From an optimization exercise on the open Yosys and OpenROAD flow, aimed at small area; shortcuts taken in it are not production practice.
In this exercise RTL edits were held to simulation tests only and were not proved equivalent to the original.
No activity file was given, so power comes from the tool's default toggle rates.

$ cat flow/design.v
`timescale 10ns/1ns
module Syntacore_simple
#(parameter   MSTR_NUM     = 2,
              SLV_NUM      = 4,
              DATA_WDTH    = 32,
              ADDR_WDTH    = 32,
              IDL_NUM      = 5
)
(
   input                                                  i_clk,
   input                                                  rst,
   input          [(MSTR_NUM - 1)                  : 0]   i_m_s_req,
   input          [(MSTR_NUM * ADDR_WDTH - 1)      : 0]   i_m_s_addr,
   input          [(MSTR_NUM - 1)                  : 0]   i_m_s_cmd,
   input          [(MSTR_NUM * DATA_WDTH - 1)      : 0]   i_m_s_wdata,
   input          [(SLV_NUM - 1)                   : 0]   i_s_m_ack,
   input          [(SLV_NUM * DATA_WDTH - 1)       : 0]   i_s_m_rdata,
   output   reg   [(SLV_NUM - 1)                   : 0]   o_m_s_req,
   output   reg   [(SLV_NUM * ADDR_WDTH - 1)       : 0]   o_m_s_addr,
   output   reg   [(SLV_NUM - 1)                   : 0]   o_m_s_cmd,
   output   reg   [(SLV_NUM * DATA_WDTH - 1)       : 0]   o_m_s_wdata,
   output   reg   [(MSTR_NUM - 1)                  : 0]   o_s_m_ack,
   output   reg   [(MSTR_NUM * DATA_WDTH - 1)      : 0]   o_s_m_rdata
);
localparam SW = $clog2(SLV_NUM);
wire [SW-1:0] sel0 = i_m_s_addr[ADDR_WDTH-1 -: SW];
wire [SW-1:0] sel1 = i_m_s_addr[2*ADDR_WDTH-1 -: SW];
reg  [2:0]         cnt   [0:SLV_NUM-1];
reg  [SLV_NUM-1:0] one0;                   
reg  [SLV_NUM-1:0] open;                   
reg  [SLV_NUM-1:0] idle5;                  
reg  [1:0]         msk   [0:SLV_NUM-1];    
reg  [1:0]         dec   [0:SLV_NUM-1];    
reg  [SLV_NUM-1:0] own1;                   
function [DATA_WDTH-1:0] rmux(input [4*DATA_WDTH-1:0] d, input [1:0] sel);
   reg [3:0] n;
   begin
      n = ~(4'b0001 << sel);
      rmux = ~(~((d[0 +: DATA_WDTH] | {DATA_WDTH{n[0]}}) & (d[DATA_WDTH +: DATA_WDTH] | {DATA_WDTH{n[1]}}))
             | ~((d[2*DATA_WDTH +: DATA_WDTH] | {DATA_WDTH{n[2]}}) & (d[3*DATA_WDTH +: DATA_WDTH] | {DATA_WDTH{n[3]}})));
   end
endfunction
always @* begin
   o_s_m_ack[0] = i_s_m_ack[sel0] & ~own1[sel0];
   o_s_m_ack[1] = i_s_m_ack[sel1] &  own1[sel1];
   o_s_m_rdata[DATA_WDTH-1:0]           = rmux(i_s_m_rdata, sel0);
   o_s_m_rdata[2*DATA_WDTH-1:DATA_WDTH] = rmux(i_s_m_rdata, sel1);
end
genvar s;
generate
   for (s = 0; s < SLV_NUM; s = s + 1) begin: slv
      always @* begin
         open[s]   = ~cnt[s][2] & cnt[s][1] & ~cnt[s][0];
         idle5[s]  = cnt[s][2] & ~cnt[s][1];
         msk[s]    = {open[s] | ~one0[s], open[s] | one0[s]};
         dec[s][0] = i_m_s_req[0] & (sel0 == s) & msk[s][0];
         dec[s][1] = i_m_s_req[1] & (sel1 == s) & msk[s][1];
         o_m_s_addr [s*ADDR_WDTH +: ADDR_WDTH] = own1[s] ? i_m_s_addr [ADDR_WDTH +: ADDR_WDTH] : i_m_s_addr [0 +: ADDR_WDTH];
         o_m_s_addr [s*ADDR_WDTH + ADDR_WDTH-1 -: SW] = s;
         o_m_s_wdata[s*DATA_WDTH +: DATA_WDTH] = own1[s] ? i_m_s_wdata[DATA_WDTH +: DATA_WDTH] : i_m_s_wdata[0 +: DATA_WDTH];
         o_m_s_cmd[s] = own1[s] ? i_m_s_cmd[1] : i_m_s_cmd[0];
      end
      always @(posedge i_clk) begin
         if (rst | idle5[s])
            cnt[s] <= 3'b010;
         else if (i_s_m_ack[s] | ~open[s])
            cnt[s] <= (dec[s] != 0) ? 3'b000 : (open[s] ? 3'b001 : {cnt[s][1:0], ~cnt[s][2]});
         if (i_s_m_ack[s])
            one0[s] <= own1[s];
         own1[s] <= ~dec[s][0];
         o_m_s_req[s] <= (dec[s] != 0) & ~(i_s_m_ack[s] & (own1[s] == ~dec[s][0]));
      end
   end
endgenerate
endmodule
$ cat flow/flow/run.sh
#!/bin/bash
# Standard ORFS layout with these changes:
#  * after the standard synthesis, the combinational logic of the netlist is
#    mapped again by ABC with an area-oriented script (remap.ys); the
#    flip-flops are kept as they are (same instances, names and cells);
#  * the port buffers that global placement inserts use buf_1;
#  * clock tree synthesis adds no dummy loads (CTS_ARGS, otherwise ORFS's
#    own arguments).
# Each tool's output goes to a log file of its own in this folder.
set -euo pipefail
cd "$(dirname "$0")/.."
W=$PWD
R=$W/orfs/results/$FLOW_PLATFORM/Syntacore_simple/base
LIB=$FLOW_HOME/platforms/$FLOW_PLATFORM/lib/sky130_fd_sc_hd__tt_025C_1v80.lib
export BUFFER_PORTS_ARGS="-buffer_cell sky130_fd_sc_hd__buf_1"
export CTS_ARGS="-sink_clustering_enable -repair_clock_nets -buf_list sky130_fd_sc_hd__clkbuf_8 -dont_use_dummy_load"

bash standard.sh "$R/1_2_yosys.v" > log_1_synth.log 2>&1
cp "$R/1_2_yosys.v" "$W/synth_standard.v"

# cells ABC must not use: the platform's don't-use cells
DONT=$(grep -o 'cell *( *"\?sky130_fd_sc_hd__\(lpflow\|probe\)[a-z0-9_]*' "$LIB" | sed 's/.*"\?\(sky130[a-z0-9_]*\)/-dont_use \1/' | tr '\n' ' ')
sed -e "s#@LIB@#$LIB#g" -e "s#@IN@#$W/synth_standard.v#" -e "s#@OUT@#$W/synth_remap.v#" \
    -e "s#@SCRIPT@#$W/flow/remap.abc#" -e "s#@DONT@#$DONT#" flow/remap.ys > remap_run.ys
YOSYS=yosys
[[ -x $FLOW_HOME/../tools/install/yosys/bin/yosys ]] && YOSYS=$FLOW_HOME/../tools/install/yosys/bin/yosys
$YOSYS -l log_2_remap.log -q remap_run.ys > /dev/null 2>&1 || true
# use the re-mapped netlist only if it keeps every register of the standard
# synthesis: the same instance names in the same cells
regs() { grep -o 'sky130_fd_sc_hd__[a-z0-9]*d[fl][a-z0-9_]* *[^ (]*' "$1" | tr -s ' ' | sort; }
if [[ -s $W/synth_remap.v ]] && cmp -s <(regs "$W/synth_standard.v") <(regs "$W/synth_remap.v"); then
  cp "$W/synth_remap.v" "$R/1_2_yosys.v"
  echo "using the re-mapped netlist" > log_2_remap_choice.log
else
  echo "registers differ; using the standard netlist" > log_2_remap_choice.log
fi

bash standard.sh > log_3_layout.log 2>&1
$ cat flow/flow/remap.abc
strash
dch
amap -F 3 -A 5
topo
$ cat flow/flow/remap.ys
# Re-map the combinational cells of the standard synthesis netlist.
read_liberty -ignore_miss_func @LIB@
read_verilog @IN@
hierarchy -top Syntacore_simple
# flip-flops and tie cells stay as they are
blackbox sky130_fd_sc_hd__*df* sky130_fd_sc_hd__*dl* sky130_fd_sc_hd__conb_1
# so do the read-data selects where the standard synthesis already made them
# as two OR-AND-inverts and a NOR per bit
cd Syntacore_simple
select -set rdn w:o_s_m_rdata %ci1 t:sky130_fd_sc_hd__nor2_1 %i
select -set rdo @rdn %ci2 t:sky130_fd_sc_hd__o22ai_1 %i
setattr -set keep_hierarchy 1 @rdn @rdo
cd
flatten
opt_clean -purge
abc -liberty @LIB@ -script @SCRIPT@ @DONT@
opt_clean -purge
stat -liberty @LIB@
blackbox sky130_fd_sc_hd__*
write_verilog -noattr -noexpr -nohex -nodec @OUT@
$ cat flow/standard.sh
#!/bin/bash
# synth_recipe.tcl (not shown) runs the flow's synth.tcl, then flattens the netlist and writes it again
# the make line also repeats each setting of config.mk as NAME=value (left out here)
make -C /OpenROAD-flow-scripts/flow DESIGN_CONFIG=/design/flow/config.mk WORK_HOME=/design/flow/orfs CLKGATE_MAP_FILE= SYNTH_SCRIPT=/design/flow/synth_recipe.tcl "${@:-finish}"
$ cat flow/config.mk
export PLATFORM = sky130hd
export DESIGN_NAME = Syntacore_simple
export DESIGN_NICKNAME = Syntacore_simple
export VERILOG_FILES = /design/flow/design.v
export SDC_FILE = /design/flow/constraint.sdc
export NUM_CORES = 4
export LEC_CHECK = 0
export ABC_AREA = 1
export CAP_MARGIN = 5
export CORE_AREA = 5 5 215 215
export CTS_BUF_LIST = sky130_fd_sc_hd__clkbuf_8
export DIE_AREA = 0 0 220 220
export GPL_TIMING_DRIVEN = 0
export SLEW_MARGIN = 5
$ cat flow/constraint.sdc
create_clock -name core_clock -period 5.0 [get_ports {i_clk}]
set_input_delay 1.0000 -clock core_clock [delete_from_list [all_inputs] [get_ports {i_clk}]]
set_output_delay 1.0000 -clock core_clock [all_outputs]
set_load 0.01 [all_outputs]
==> results.cfg, run 1 <==
[global_routing]
overflow = 0
grt_pass1_vias = 7459
track_usage_pct = 13.4
antenna_found_initial = 20
grt_max_degree = 67
grt_pass1_wl_um = 49300

[cells_and_area]
drive_above_1_share_pct = 1.56
fin_util_pct = 16.5
nets = 1553
syn2layout_area_growth_pct = 77.9
final_common_cell = buf_1
fillers = 5231
design_area_um2 = 7260
fin_cells = 1886
layout_common_cells = buf_1, o22ai_1, clkinv_1

[power]
worst_ir_drop_vdd_mv = 0.0844
p_leak_nw = 1.94
power.density_nw_per_um2 = 168
power_mw = 1.22

[hold_path]
hp-class = flop to flop

[critical_path]
required_ns = 4.00
end_kind = output pin
critPathKind = input pin to output pin
cp.arrival_ns = 3.22
start_kind = input pin
worstPathMaxFanout = 34

[place]
dp_hpwl_um = 31900
finalWeightedCongestion = 0.820
dpl_cell_area_um2 = 7190
place_inst = 1874
port-buffer-count = 587
place_ws_ns = 0.824

[sta]
max_freq_mhz = 237
slew_headroom_pct = 24.1
period_share_pct = 84.4
holdWs_ns = 0.450
drv_slew = 0
timing.final.hold_violations = 0
finalCriticalPeriod_ns = 4.22
clock_skew_ns = 0.00385
setup_violations = 0
tightest_slew_ns = 1.13
rsz0062_at_grt = false
setup_tns_ns = 0
worst_slack_ns = 0.780

[synth]
yosys_warnings = 4
synthCells = 683
syn_area_um2 = 4080
syn_area_per_cell_um2 = 5.97

[status]
status = complete, no violations

[flow_run]
cap_viol_max_count = 0

[floorplan]
start_util_pct = 9.29
rows = 77
fp.dieH_um = 220
die_w_um = 220
coreArea_um2 = 43900
io_pins = 596
dieArea_um2 = 48400

[cts]
cts_buffers = 3
cts_tree = done
clockRootBuffer = clkbuf_8
cts_max_path_buffers = 2
cts_hold_buf = 0
clock_latency_ns = 0.26
cts_htree_levels = 1
cts_setup_buffers = 0
clock-sinks = 24
path_clk_slew_ns = 0.07
postCtsResizedCells = 0

[detailed_routing]
initialDrtViolationCount = 840
drt-total-wl_um = 38100
post_drt_wl_per_cell_um = 20.2
viasPerCell = 4.78
vias = 9023
drc = 0
ant_nets = 0
firstDrtPassIters = 6
## per-layer routing
layer	global-route usage, %	wire [um]	vias up	share of wire (%)
li1	-	-	3994	-
met1	16.0	14100	4170	37
met2	24.0	18900	755	50
met3	1.72	3520	102	9.2
met4	5.55	1520	2	4.0
met5	0	20	-	0.052
## state kept, by name, indices dropped and copies added, names as in the netlist
name and cells:
cnt 12, o_m_s_req 4, own1 4, one0 4
## critical path, stage by stage
cell	delay [ns]
buf_1	0.14
clkinv_1	0.09
nor2_1	0.16
clkinv_1	0.88
o22ai_1	0.53
o221a_1	0.25
buf_1	0.16
## layout make-up
cell class	count	area, um^2	area share (%)
inverter	156	591	8.14
antenna	9	22.5	0.310
clock buffer	3	41.3	0.569
multi-input combinational	509	3000	41.4
tap	592	741	10.2
sequential	24	536	7.38
timing repair buffer	593	2330	32.0
## report_power, final
part / internal [mW] / leakage [nW] / switching [mW] / total (mW)
sequential: 0.219 / 0.198 / 0.0374 / 0.256
combinational: 0.291 / 1.72 / 0.563 / 0.854
clock: 0.0538 / 0.0216 / 0.0566 / 0.110
total: 0.563 / 1.94 / 0.657 / 1.22
## path summary, 6_finish.rpt
path,startpoint,endpoint,slack [ns],cells past startpoint
worst max-delay path,i_m_s_addr[30],o_s_m_ack[0],0.78,7
worst min register to register,cnt[3][2]$_SDFFE_PP0P_,cnt[3][0]$_SDFFE_PP0P_,0.45,1
worst max register to register,own1[3]$_DFF_P_,o_m_s_req[3]$_DFF_P_,2.51,4
worst min-delay path,cnt[3][2]$_SDFFE_PP0P_,cnt[3][0]$_SDFFE_PP0P_,0.45,1
==> inputs of run 2 (changes only) <==
--- a/flow/flow/run.sh
+++ b/flow/flow/run.sh
@@ -5,4 +5,6 @@
 #    flip-flops are kept as they are (same instances, names and cells);
 #  * the port buffers that global placement inserts use buf_1;
+#  * IO pins may sit one routing track apart (PLACE_PINS_ARGS), so that they
+#    fit on a smaller die;
 #  * clock tree synthesis adds no dummy loads (CTS_ARGS, otherwise ORFS's
 #    own arguments).
@@ -14,4 +16,5 @@
 LIB=$FLOW_HOME/platforms/$FLOW_PLATFORM/lib/sky130_fd_sc_hd__tt_025C_1v80.lib
 export BUFFER_PORTS_ARGS="-buffer_cell sky130_fd_sc_hd__buf_1"
+export PLACE_PINS_ARGS="-min_distance 1 -min_distance_in_tracks"
 export CTS_ARGS="-sink_clustering_enable -repair_clock_nets -buf_list sky130_fd_sc_hd__clkbuf_8 -dont_use_dummy_load"
 
--- a/flow/config.mk
+++ b/flow/config.mk
@@ -8,7 +8,6 @@
 export ABC_AREA = 1
 export CAP_MARGIN = 5
-export CORE_AREA = 5 5 215 215
+export CORE_AREA = 5 5 145 145
 export CTS_BUF_LIST = sky130_fd_sc_hd__clkbuf_8
-export DIE_AREA = 0 0 220 220
-export GPL_TIMING_DRIVEN = 0
+export DIE_AREA = 0 0 150 150
 export SLEW_MARGIN = 5
==> run 2 against run 1 <==
  * Register-to-register slack better by 0.84 ns
  * Sequential share of layout area is 0.33 points higher
  * Via count is 1.5% lower
  * Largest power group unchanged
  * Highest routed layer is now met4
==> results.cfg, run 2 <==
[global_routing]
grt_max_degree = 66
overflow = 0
antenna_found_initial = 1
grt_pass1_wl_um = 42000
grt_pass1_vias = 8048
track_usage_pct = 22.5

[cts]
clock_latency_ns = 0.26
clockRootBuffer = clkbuf_8
cts_buffers = 3
clock-sinks = 24
cts_setup_buffers = 0
cts_htree_levels = 1
cts_max_path_buffers = 2
cts_tree = done
cts_hold_buf = 0
postCtsResizedCells = 0
path_clk_slew_ns = 0.07

[sta]
setup_tns_ns = 0
tightest_slew_ns = 1.18
rsz0062_at_grt = false
clock_skew_ns = 0.0171
slew_headroom_pct = 21.3
timing.final.hold_violations = 0
max_freq_mhz = 268
drv_slew = 0
finalCriticalPeriod_ns = 3.73
period_share_pct = 74.7
setup_violations = 0

[floorplan]
rows = 51
start_util_pct = 21.0
coreArea_um2 = 19400
io_pins = 596
die_w_um = 150
dieArea_um2 = 22500
fp.dieH_um = 150

[power]
clkPwrFrac_pct = 9.3
p_int_uw = 564
p_leak_nw = 1.97
swShare_pct = 52.3
worst_ir_drop_vdd_mv = 0.104
combPwrFrac_pct = 71.1
pwr-share-seq_pct = 19.6
p_switching_uw = 617
power.density_nw_per_um2 = 173

[critical_path]
reg2reg_depth = 6
reg2reg_slack_ns = 3.35
cpPeakStageDelay_ns = 0.65
cpLargestDelayFamily = buffers and inverters
worstPathMaxFanout = 24
cp-startpoint = i_m_s_addr[31]
required_ns = 4.00
end_kind = output pin
crit_path_cell_trace = buf_1, nor2_1, clkinv_1, buf_4, o22ai_1, nor2_1, buf_1
critPathKind = input pin to output pin
worstReg2RegStart = cnt[1][1]$_SDFFE_PP1P_
crit_buf_inv = 4
cp_slowest_cell = clkinv_1
timing.rr.end = o_m_s_req[1]$_DFF_P_
start_kind = input pin
cp.arrival_ns = 2.73

[detailed_routing]
ant_nets = 0
post_drt_wl_per_cell_um = 18.5
viasPerCell = 5.69
initialDrtViolationCount = 679
vias = 8886
firstDrtPassIters = 23
drc = 0
drt-total-wl_um = 28900

[cells_and_area]
drive_above_1_share_pct = 2.16
largest_register = cnt
nets = 1564
final_common_cell = buf_1
syn2layout_area_growth_pct = 67.0
fillers = 2142
design_area_um2 = 6810
layout_common_cells = buf_1, o22ai_1, clkinv_1
largest_register_ffs = 12

[synth]
yosys_warnings = 4
synthCells = 683
syn_area_per_cell_um2 = 5.97
syn_area_um2 = 4080

[place]
dp_hpwl_um = 21900
dpl_cell_area_um2 = 6770
port-buffer-count = 587
finalWeightedCongestion = 1.03

[hold_path]
min_from = cnt[1][2]$_SDFFE_PP0P_
hp-class = flop to flop
hold_path_end = cnt[1][0]$_SDFFE_PP0P_
hold_depth = 1

[status]
status = complete, no violations

[flow_run]
cap_viol_max_count = 0
run 2: per-stage QoR:
stage / utilization, % / total power, mW / instances / hold slack, ns / setup WS [ns]
after global placement: 34.9 / 1.06 / 1558 / 0.434 / 1.35
after global routing: 35.1 / 1.26 / 1562 / 0.479 / 1.15
final: 35.1 / 1.18 / 1562 / 0.451 / 1.27
after floorplan: - / 0.697 / 689 / 0.422 / 0.525
after CTS: 35.1 / 1.17 / 1561 / 0.453 / 1.30
after detailed placement: 34.9 / 1.05 / 1558 / 0.440 / 1.31
run 2: metal layers:
| layer | GRT usage, % | part of all wire, % | up-vias |
|---|---|---|---|
| met2 | 38.3 | 44 | 776 |
| met3 | 8.24 | 16 | 139 |
| met1 | 24.8 | 35 | 3972 |
| met4 | 10.5 | 5.2 | 0 |
| met5 | 0.455 | 0 | - |
| li1 | - | - | 3999 |
run 2: worst max-delay path by stage:
stage | slack (ns) | depth (start not counted) | endpoint
floorplan | 0.52 | 3 | o_s_m_ack[1]
global placement | 1.35 | 7 | o_s_m_rdata[26]
detailed placement | 1.31 | 7 | o_s_m_rdata[26]
CTS | 1.30 | 7 | o_s_m_rdata[26]
global route | 1.15 | 7 | o_s_m_rdata[27]
finish | 1.27 | 7 | o_s_m_rdata[26]
run 2: final cells by class:
cell class / instances / area, um^2 / share of cell area (%)
clock buffer: 3 / 41.3 / 0.606
tap: 265 / 332 / 4.87
antenna: 1 / 2.50 / 0.0367
timing repair buffer: 604 / 2330 / 34.2
inverter: 156 / 586 / 8.59
multi-input combinational: 509 / 3000 / 44.0
sequential: 24 / 526 / 7.71
run 2: power by group through the flow:
stage	logic, mW	registers [mW]	clock network [mW]
2_1_floorplan	0.445	0.252	0
3_3_place_gp	0.820	0.235	0
3_5_place_dp	0.818	0.236	0
4_1_cts	0.822	0.231	0.116
5_1_grt	0.902	0.234	0.122
6_report	0.839	0.231	0.110
==> inputs of run 3 (changes only) <==
--- a/flow/config.mk
+++ b/flow/config.mk
@@ -11,3 +11,4 @@
 export CTS_BUF_LIST = sky130_fd_sc_hd__clkbuf_8
 export DIE_AREA = 0 0 150 150
+export GPL_TIMING_DRIVEN = 0
 export SLEW_MARGIN = 5
==> run 3 against run 2 <==
  * Setup slack lost 0.59 ns
  * Combinational power shrank 2.4%
  * Worst hold slack lost 0.0046 ns
  * Cell count shrank 0.64%
  * Non-clock buffer count shrank 9
  * Flip-flop and latch count is the same
  * Clock power is essentially flat
  * Register-to-register slack lost 0.12 ns
  * Sequential share of layout area is essentially flat
  * Critical path type unchanged
  * Critical endpoint is now o_s_m_ack[0]
  * Largest cell class unchanged
==> results.cfg, run 3 <==
[floorplan]
die_w_um = 150
fp.dieH_um = 150
rows = 51
dieArea_um2 = 22500
start_util_pct = 21.0
coreArea_um2 = 19400
io_pins = 596

[global_routing]
grt_pass1_wl_um = 41100
grt_max_degree = 67
overflow = 0
track_usage_pct = 21.9
grt_pass1_vias = 8032
antenna_found_initial = 0

[critical_path]
end_kind = output pin
worstPathMaxFanout = 33
reg2reg_depth = 3
required_ns = 4.00
start_kind = input pin
crit_path_cell_trace = buf_1, clkinv_1, nor2_1, clkinv_1, o22ai_1, o221a_1, buf_1
cp_slowest_cell = clkinv_1
timing.rr.end = o_m_s_req[2]$_DFF_P_
reg2reg_slack_ns = 3.23
cp.arrival_ns = 3.32
cpPeakStageDelay_ns = 0.89
worstReg2RegStart = own1[2]$_DFF_P_
critPathKind = input pin to output pin

[sta]
finalCriticalPeriod_ns = 4.32
setup_violations = 0
tightest_slew_ns = 1.33
holdWs_ns = 0.446
rsz0062_at_grt = false
max_freq_mhz = 231
slew_headroom_pct = 11.2
period_share_pct = 86.4
timing.final.hold_violations = 0
clock_skew_ns = 0.0155
drv_slew = 0

[hold_path]
min_from = cnt[2][2]$_SDFFE_PP0P_
hold_path_end = cnt[2][0]$_SDFFE_PP0P_
hold_depth = 1
hp-class = flop to flop

[synth]
yosys_warnings = 4
synthCells = 683
syn_area_um2 = 4080
syn_area_per_cell_um2 = 5.97

[place]
finalWeightedCongestion = 0.947
port-buffer-count = 587
dp_hpwl_um = 21600

[power]
power_mw = 1.19
power.density_nw_per_um2 = 173
worst_ir_drop_vdd_mv = 0.106
p_leak_nw = 1.97

[detailed_routing]
viasPerCell = 5.68
firstDrtPassIters = 24
drt-total-wl_um = 28600
vias = 8822
initialDrtViolationCount = 548
drc = 0
ant_nets = 0
post_drt_wl_per_cell_um = 18.5

[cells_and_area]
largest_register_ffs = 12
largest_register = cnt
syn2layout_area_growth_pct = 68.7
layout_common_cells = buf_1, o22ai_1, clkinv_1
final_common_cell = buf_1
drive_above_1_share_pct = 1.48
antennaDiodeCount = 0
nets = 1555

[cts]
cts_max_path_buffers = 2
cts_buffers = 3
clock-sinks = 24
clock_latency_ns = 0.27
cts_setup_buffers = 0
cts_tree = done
clockRootBuffer = clkbuf_8
cts_hold_buf = 0
postCtsResizedCells = 0
path_clk_slew_ns = 0.07
cts_htree_levels = 1

[status]
status = complete, no violations

[flow_run]
cap_viol_max_count = 0
[run 3: final cells by class]
cell class	count	area [um^2]
multi-input cells	509	3000
flip-flops and latches	24	533
clock buffers	3	41.3
well taps	265	332
repair buffers	595	2390
fillers	2163	12500
inverters	156	591
[run 3: through the flow]
stage | instances | TNS, ns | utilization [%] | setup slack, ns | cell area (um^2)
after floorplan | 689 | 0 | - | 0.525 | 4100
after global placement | 1541 | -453.81 | 34.2 | -1.96 | 6640
after global routing | 1552 | 0 | 35.5 | 0.558 | 6880
after CTS | 1551 | 0 | 35.4 | 0.750 | 6870
final | 1552 | 0 | 35.5 | 0.679 | 6880
after detailed placement | 1548 | 0 | 35.2 | 0.758 | 6830
[run 3: power by group]
group / switching (mW) / internal [mW]
combinational: 0.523 / 0.296
clock: 0.0585 / 0.0540
sequential: 0.0372 / 0.219
total: 0.619 / 0.569
[run 3: worst max path at each step]
| stage | start | endpoint | slack [ns] | cells after the start |
|---|---|---|---|---|
| finish | i_m_s_addr[31] | o_s_m_ack[0] | 0.68 | 7 |
| global route | i_m_s_addr[31] | o_s_m_ack[0] | 0.56 | 7 |
| CTS | i_m_s_addr[31] | o_s_m_ack[0] | 0.75 | 7 |
| detailed placement | i_m_s_addr[31] | o_s_m_ack[0] | 0.76 | 7 |
| global placement | own1[1]$_DFF_P_ | o_m_s_wdata[55] | -1.96 | 3 |
| floorplan | own1[1]$_DFF_P_ | o_s_m_ack[1] | 0.52 | 3 |
[run 3: routing by layer]
layer / GRT usage (%) / wire (um)
met1: 23.4 / 10100
met2: 37.9 / 12900
met3: 8.00 / 4340
met4: 11.0 / 1300
met5: 0 / 0
[run 3: worst max-delay path, delay by kind of cell]
kind	cells	cell delay (ns)
buf+inv	4	1.36
compound gates	2	0.73
simple gates	1	0.23
==> inputs of run 4 (changes only) <==
--- a/flow/design.v
+++ b/flow/design.v
@@ -57,5 +57,4 @@
          dec[s][1] = i_m_s_req[1] & (sel1 == s) & msk[s][1];
          o_m_s_addr [s*ADDR_WDTH +: ADDR_WDTH] = own1[s] ? i_m_s_addr [ADDR_WDTH +: ADDR_WDTH] : i_m_s_addr [0 +: ADDR_WDTH];
-         o_m_s_addr [s*ADDR_WDTH + ADDR_WDTH-1 -: SW] = s;
          o_m_s_wdata[s*DATA_WDTH +: DATA_WDTH] = own1[s] ? i_m_s_wdata[DATA_WDTH +: DATA_WDTH] : i_m_s_wdata[0 +: DATA_WDTH];
          o_m_s_cmd[s] = own1[s] ? i_m_s_cmd[1] : i_m_s_cmd[0];
--- a/flow/flow/run.sh
+++ b/flow/flow/run.sh
@@ -5,7 +5,6 @@
 #    flip-flops are kept as they are (same instances, names and cells);
 #  * the port buffers that global placement inserts use buf_1;
-#  * IO pins may sit one routing track apart (PLACE_PINS_ARGS), so that they
-#    fit on a smaller die;
-#  * clock tree synthesis adds no dummy loads (CTS_ARGS, otherwise ORFS's
+#  * clock tree synthesis adds no dummy loads and puts all registers in one
+#    sink cluster (CTS_ARGS, otherwise ORFS's
 #    own arguments).
 # Each tool's output goes to a log file of its own in this folder.
@@ -16,6 +15,5 @@
 LIB=$FLOW_HOME/platforms/$FLOW_PLATFORM/lib/sky130_fd_sc_hd__tt_025C_1v80.lib
 export BUFFER_PORTS_ARGS="-buffer_cell sky130_fd_sc_hd__buf_1"
-export PLACE_PINS_ARGS="-min_distance 1 -min_distance_in_tracks"
-export CTS_ARGS="-sink_clustering_enable -repair_clock_nets -buf_list sky130_fd_sc_hd__clkbuf_8 -dont_use_dummy_load"
+export CTS_ARGS="-sink_clustering_enable -sink_clustering_size 30 -sink_clustering_max_diameter 400 -repair_clock_nets -buf_list sky130_fd_sc_hd__clkbuf_8 -dont_use_dummy_load"
 
 bash standard.sh "$R/1_2_yosys.v" > log_1_synth.log 2>&1
--- a/flow/config.mk
+++ b/flow/config.mk
@@ -8,7 +8,6 @@
 export ABC_AREA = 1
 export CAP_MARGIN = 5
-export CORE_AREA = 5 5 145 145
+export CORE_AREA = 5 5 215 215
 export CTS_BUF_LIST = sky130_fd_sc_hd__clkbuf_8
-export DIE_AREA = 0 0 150 150
-export GPL_TIMING_DRIVEN = 0
+export DIE_AREA = 0 0 220 220
 export SLEW_MARGIN = 5
==> run 4 against run 3 <==
  * Still clean
  * Via count up 4.3%
  * Critical path depth up 1
  * Register-to-register slack better by 0.05 ns
  * Sequential share of layout area down 0.56 points
  * Fmax up 6.4%
  * Die area up 120%
  * Wire length up 33%
  * Critical path type unchanged
==> results.cfg, run 4 <==
[status]
status = complete, no violations

[global_routing]
overflow = 0
grt_max_degree = 68
track_usage_pct = 13.2
grt_pass1_wl_um = 48800
grt_pass1_vias = 7517
antenna_found_initial = 20

[cts]
clock-sinks = 24
clock_latency_ns = 0.26
path_clk_slew_ns = 0.08
cts_tree = done
cts_setup_buffers = 0
cts_hold_buf = 0
cts_buffers = 3
clockRootBuffer = clkbuf_8
cts_htree_levels = 1
cts_max_path_buffers = 2
postCtsResizedCells = 0

[critical_path]
worstReg2RegStart = cnt[3][1]$_SDFFE_PP1P_
critPathKind = input pin to output pin
end_kind = output pin
cp_slowest_cell = nand2_1
cpPeakStageDelay_ns = 0.74
worstPathMaxFanout = 21
timing.rr.end = cnt[3][1]$_SDFFE_PP1P_
reg2reg_depth = 8
required_ns = 4.00
cp.arrival_ns = 3.06
crit_path_cell_trace = buf_1, buf_4, clkinv_1, nand2_1, buf_4, o22ai_1, nor2_1, buf_1
reg2reg_slack_ns = 3.28
start_kind = input pin

[sta]
rsz0062_at_grt = false
setup_tns_ns = 0
period_share_pct = 81.3
finalCriticalPeriod_ns = 4.06
holdWs_ns = 0.454
clock_skew_ns = 0.00101
max_freq_mhz = 246
timing.final.hold_violations = 0
drv_slew = 0
slew_headroom_pct = 30.9
setup_violations = 0
tightest_slew_ns = 1.04

[hold_path]
min_from = cnt[1][2]$_SDFFE_PP0P_
hold_path_end = cnt[1][0]$_SDFFE_PP0P_
hp-class = flop to flop
hold_depth = 1

[power]
pwr-share-seq_pct = 19.1
p_leak_nw = 1.99
clkPwrFrac_pct = 9.2
worst_ir_drop_vdd_mv = 0.131
power.density_nw_per_um2 = 167
combPwrFrac_pct = 71.7
p_int_uw = 569
swShare_pct = 53.5
p_switching_uw = 653

[synth]
syn_area_per_cell_um2 = 5.97
syn_area_um2 = 4110
synthCells = 689
yosys_warnings = 4

[floorplan]
start_util_pct = 9.36
die_w_um = 220
fp.dieH_um = 220
rows = 77
coreArea_um2 = 43900
io_pins = 596
dieArea_um2 = 48400

[cells_and_area]
nets = 1576
largest_register_ffs = 12
drive_above_1_share_pct = 2.45
largest_register = cnt
fillers = 5158
syn2layout_area_growth_pct = 78.1
layout_common_cells = buf_1, o22ai_1, clkinv_1
fin_cells = 1907
fin_util_pct = 16.7
final_common_cell = buf_1

[detailed_routing]
vias = 9203
initialDrtViolationCount = 1075
post_drt_wl_per_cell_um = 19.9
drc = 0
firstDrtPassIters = 5
drt-total-wl_um = 38000
ant_nets = 0
viasPerCell = 4.83

[place]
place_inst = 1897
dp_hpwl_um = 30700
finalWeightedCongestion = 0.972
port-buffer-count = 595

[flow_run]
cap_viol_max_count = 0
[run 4: power by group through the flow]
| stage | logic (mW) | clock network [mW] | registers [mW] |
|---|---|---|---|
| 4_1_cts | 0.865 | 0.114 | 0.234 |
| 3_5_place_dp | 0.861 | 0 | 0.238 |
| 6_report | 0.876 | 0.112 | 0.234 |
| 5_1_grt | 0.940 | 0.124 | 0.237 |
| 2_1_floorplan | 0.448 | 0 | 0.252 |
| 3_3_place_gp | 0.862 | 0 | 0.238 |
[run 4: critical path, delay by kind of cell]
| kind | cells | cell delay, ns |
|---|---|---|
| compound gates | 1 | 0.09 |
| simple gates | 2 | 0.92 |
| buf+inv | 5 | 1.04 |
[run 4: metrics by stage]
step	setup WS, ns	cell area (um^2)	total power [mW]
3_5_place_dp	0.956	7260	1.10
5_1_grt	0.821	7310	1.30
3_3_place_gp	1.05	7260	1.10
6_report	0.937	7320	1.22
4_1_cts	0.946	7300	1.21
2_1_floorplan	0.400	4110	0.700
[run 4: final cells by class]
type / instances / area (um^2) / area share [%]
Timing Repair Buffer: 616 / 2400 / 32.8
Multi-Input combinational cell: 512 / 3020 / 41.2
Antenna cell: 7 / 17.5 / 0.239
Tap cell: 592 / 741 / 10.1
Sequential cell: 24 / 526 / 7.18
Inverter: 153 / 574 / 7.85
Clock buffer: 3 / 41.3 / 0.564
[run 4: worst max path at each step]
stage	start	end	depth (start not counted)
6_report	i_m_s_addr[62]	o_s_m_rdata[45]	8
3_5_place_dp	i_m_s_addr[62]	o_s_m_rdata[45]	8
2_1_floorplan	own1[3]$_DFF_P_	o_s_m_ack[1]	3
5_1_grt	i_m_s_addr[62]	o_s_m_rdata[45]	8
3_3_place_gp	i_m_s_addr[62]	o_s_m_rdata[45]	8
4_1_cts	i_m_s_addr[62]	o_s_m_rdata[45]	8
[run 4: routing by layer]
metal | global-route usage [%] | vias up | wire [um]
met5 | 0 | - | 41
met2 | 22.7 | 829 | 18200
met4 | 2.39 | 6 | 676
met3 | 5.54 | 93 | 5320
li1 | - | 4074 | -
met1 | 15.5 | 4201 | 13800

[re-timing with driven ports]
The results above use ideal ports. As a check the final layouts listed here were re-extracted and re-timed, cells and wires unchanged.
Step 1: set_driving_cell puts a clkbuf_16 on i_clk and a buf_2 on each other input, an assumption about the parent block.
Step 2 moves the port delays by t, midway between the first and last clock arrival at a register: inputs arrive t later, outputs are due t later. That takes back most of the time a late clock gives input paths.
Three values: no drivers, after step 1, after step 2; two values: the first two.
run	shift t [ns]	slack for setup (ns)	hold WS [ns]	worst setup path at the end	worst slew at a driven data input, ns
run 1	0.286	0.780 / 0.756 / 0.756	0.450 / 0.450 / 0.450	input to output	0.19
run 2	0.279	1.266 / 1.229 / 1.229	0.451 / 0.451 / 0.451	input to output	0.09
run 3	0.291	0.679 / 0.614 / 0.614	0.446 / 0.446 / 0.446	input to output	0.10
run 4	0.290	0.937 / 0.910 / 0.910	0.454 / 0.454 / 0.454	input to output	0.26
After both steps setup and hold are still met in every run listed. The setup slack of run 3, which loses most, moves by -0.065 ns with the drivers and by -0.065 ns with both steps.
